Background: an optimization exercise with open tools, aiming at small area, a short achievable clock period and few clock cycles. Do not read the settings as production practice. Function was checked by simulation only, so behaviour that the tests miss may differ from the original.

Setup of sierra:
// mdu_top
module mdu_top(
    input           clk,
    input           rst_n,
    input           in_valid,
    input           in_div,
    input  [1:0]    in_signed,
    input  [63:0]   a,
    input  [63:0]   b,
    output          in_ready,
    output          out_valid,
    output [63:0]   out_hi,
    output [63:0]   out_lo
);
Size: roughly 0.059 mm^2 of cells after synthesis.
==> flow/config.mk <==
export PLATFORM = sky130hd
export DESIGN_NAME = mdu_top
export DESIGN_NICKNAME = mdu_top
export VERILOG_FILES = /design/flow/design.v
export SDC_FILE = /design/flow/constraint.sdc
export NUM_CORES = 4
export LEC_CHECK = 0
export CAP_MARGIN = 20
export CORE_MARGIN = 2
export CORE_UTILIZATION = 40
export PLACE_DENSITY = 0.6
export SETUP_SLACK_MARGIN = 0.8
export SLEW_MARGIN = 20
==> flow/constraint.sdc <==
create_clock -name core_clock -period 7.0 [get_ports {clk}]
set_input_delay 1.4000 -clock core_clock [delete_from_list [all_inputs] [get_ports {clk}]]
set_output_delay 1.4000 -clock core_clock [all_outputs]
set_load 0.01 [all_outputs]
run.sh (not shown) runs the stock make flow with config.mk's settings and CLKGATE_MAP_FILE= SYNTH_SCRIPT=/design/flow/synth_recipe.tcl, a recipe that flattens the netlist after the stock synthesis.
sierra: full flow OK, the timing, design-rule and antenna checks passed
Testbench counts of sierra, summed over its fixed seeds: cycles 35,761.
Here is what was changed in the inputs of fjord compared with sierra.
- SETUP_SLACK_MARGIN now 0.7, was 0.8
- CORE_UTILIZATION now 48, was 40
- PLACE_DENSITY now 0.65, was 0.6
sierra: done, clean on timing, DRC and antenna
fjord: full flow OK, the timing, design-rule and antenna checks passed
Looking at critical-path cell with the highest stage delay, the sky130_fd_sc_hd__fa_1 result is from fjord; the sky130_fd_sc_hd__fa_2 one comes from sierra.
Against sierra, fjord comes in 3.8% higher on number of gates on the worst path with buffers counted.
Of the two values seen for launching instance or port of the critical path, DG[1] was produced by sierra and X[19] by fjord.
Diff sierra -> fjord: y dimension of the die fell about 9%, number of filler instances in the final layout fell 3,213.
Relative to sierra, the worst slack on hold paths of fjord is higher by 0.0060 ns.
fjord vs. sierra: via count saw little to no change, sum of routed wire length over all layers went down.
### fjord -> zinc
- CORE_UTILIZATION: 48 -> 40
- PLACE_DENSITY: 0.65 -> 0.6
### Flow results
From fjord to zinc the numbers moved as follows: non-clock buffer total of the final layout went up by 1.1%; final instance count without filler cells went up by 309; net total in the final layout was more or less identical; worst hold-check slack went up by 0.016 ns.
The following lists how harbor was set up differently from zinc:
- a deleted SETUP_SLACK_MARGIN that had been 0.7
Findings:
- In the metrics for harbor and zinc, the one carrying the lower utilization is harbor.
- harbor ends up with a count of buffers not belonging to the clock network in the layout that is 38 lower than in zinc.
- Time the worst path needs with I/O delays and setup up 0.59 ns in harbor wrt zinc
- For zinc, the endpoint of the most critical setup path was H[7], unlike harbor, where it was out_hi[62].
- Measured against each other, harbor and zinc differ in wire length, the higher figure coming from zinc.

* * *

Starting RTL as in the previous note.
export LEC_CHECK = 0
export CAP_MARGIN = 20
export CORE_MARGIN = 2
export CORE_UTILIZATION = 40
export PLACE_DENSITY = 0.6
export SETUP_SLACK_MARGIN = 1.0
export SLEW_MARGIN = 20
create_clock -name core_clock -period 7.0 [get_ports {clk}]
The first run completed without violations.
Testbench counts at the start, summed over its fixed seeds: cycles 35,761.
Edit:
--- a/flow/config.mk
+++ b/flow/config.mk
@@ -11,3 +11,3 @@
 export PLACE_DENSITY = 0.6
-export SETUP_SLACK_MARGIN = 1.0
+export SETUP_SLACK_MARGIN = 0.4
 export SLEW_MARGIN = 20
After rerunning: Final area went down by 4.9%; synthesized area stays the same; via count went down by about 1.1%; count of clock-buffer cells in the layout went down by 4; cell count went down by 1.1%.

## what the ideal ports hide
The flow's constraints put no driver on any port. The routed layouts listed below were extracted and timed again, unchanged, in two steps.
Step 1 (the two cells are an assumption about what drives the block):
set clk [get_ports {clk}]
set_driving_cell -lib_cell sky130_fd_sc_hd__clkbuf_16 $clk
set_driving_cell -lib_cell sky130_fd_sc_hd__buf_2 [delete_from_list [all_inputs] $clk]
Step 2 also shifts input and output timing later by t, the mid clock arrival at the registers, as if the neighbouring blocks saw the same clock.
Slacks: ideal ports / drivers / drivers and shift; pairs: ideal ports / drivers.
run | t (ns) | slack for setup (ns) | worst register clock-pin slew, ns | cell pins on the clock port's net
sierra | 0.697 | 0.774 / 0.773 / 0.186 | 0.07 / 0.07 | 1
fjord | 0.687 | 0.663 / 0.621 / 0.161 | 0.07 / 0.07 | 1
zinc | 0.674 | 0.793 / 0.733 / 0.194 | 0.07 / 0.07 | 1
harbor | 0.730 | 0.201 / 0.122 / -0.045 | 0.07 / 0.07 | 1
the first run of note 2 | 0.698 | 0.838 / 0.838 / 0.475 | 0.07 / 0.07 | 1
the second run of note 2 | 0.694 | 0.472 / 0.386 / 0.052 | 0.07 / 0.07 | 1
With both steps, setup timing fails in harbor, where it was met with ideal ports. For zinc, which loses most, drivers alone change the setup slack by -0.060 ns; drivers and shift together by -0.599 ns.
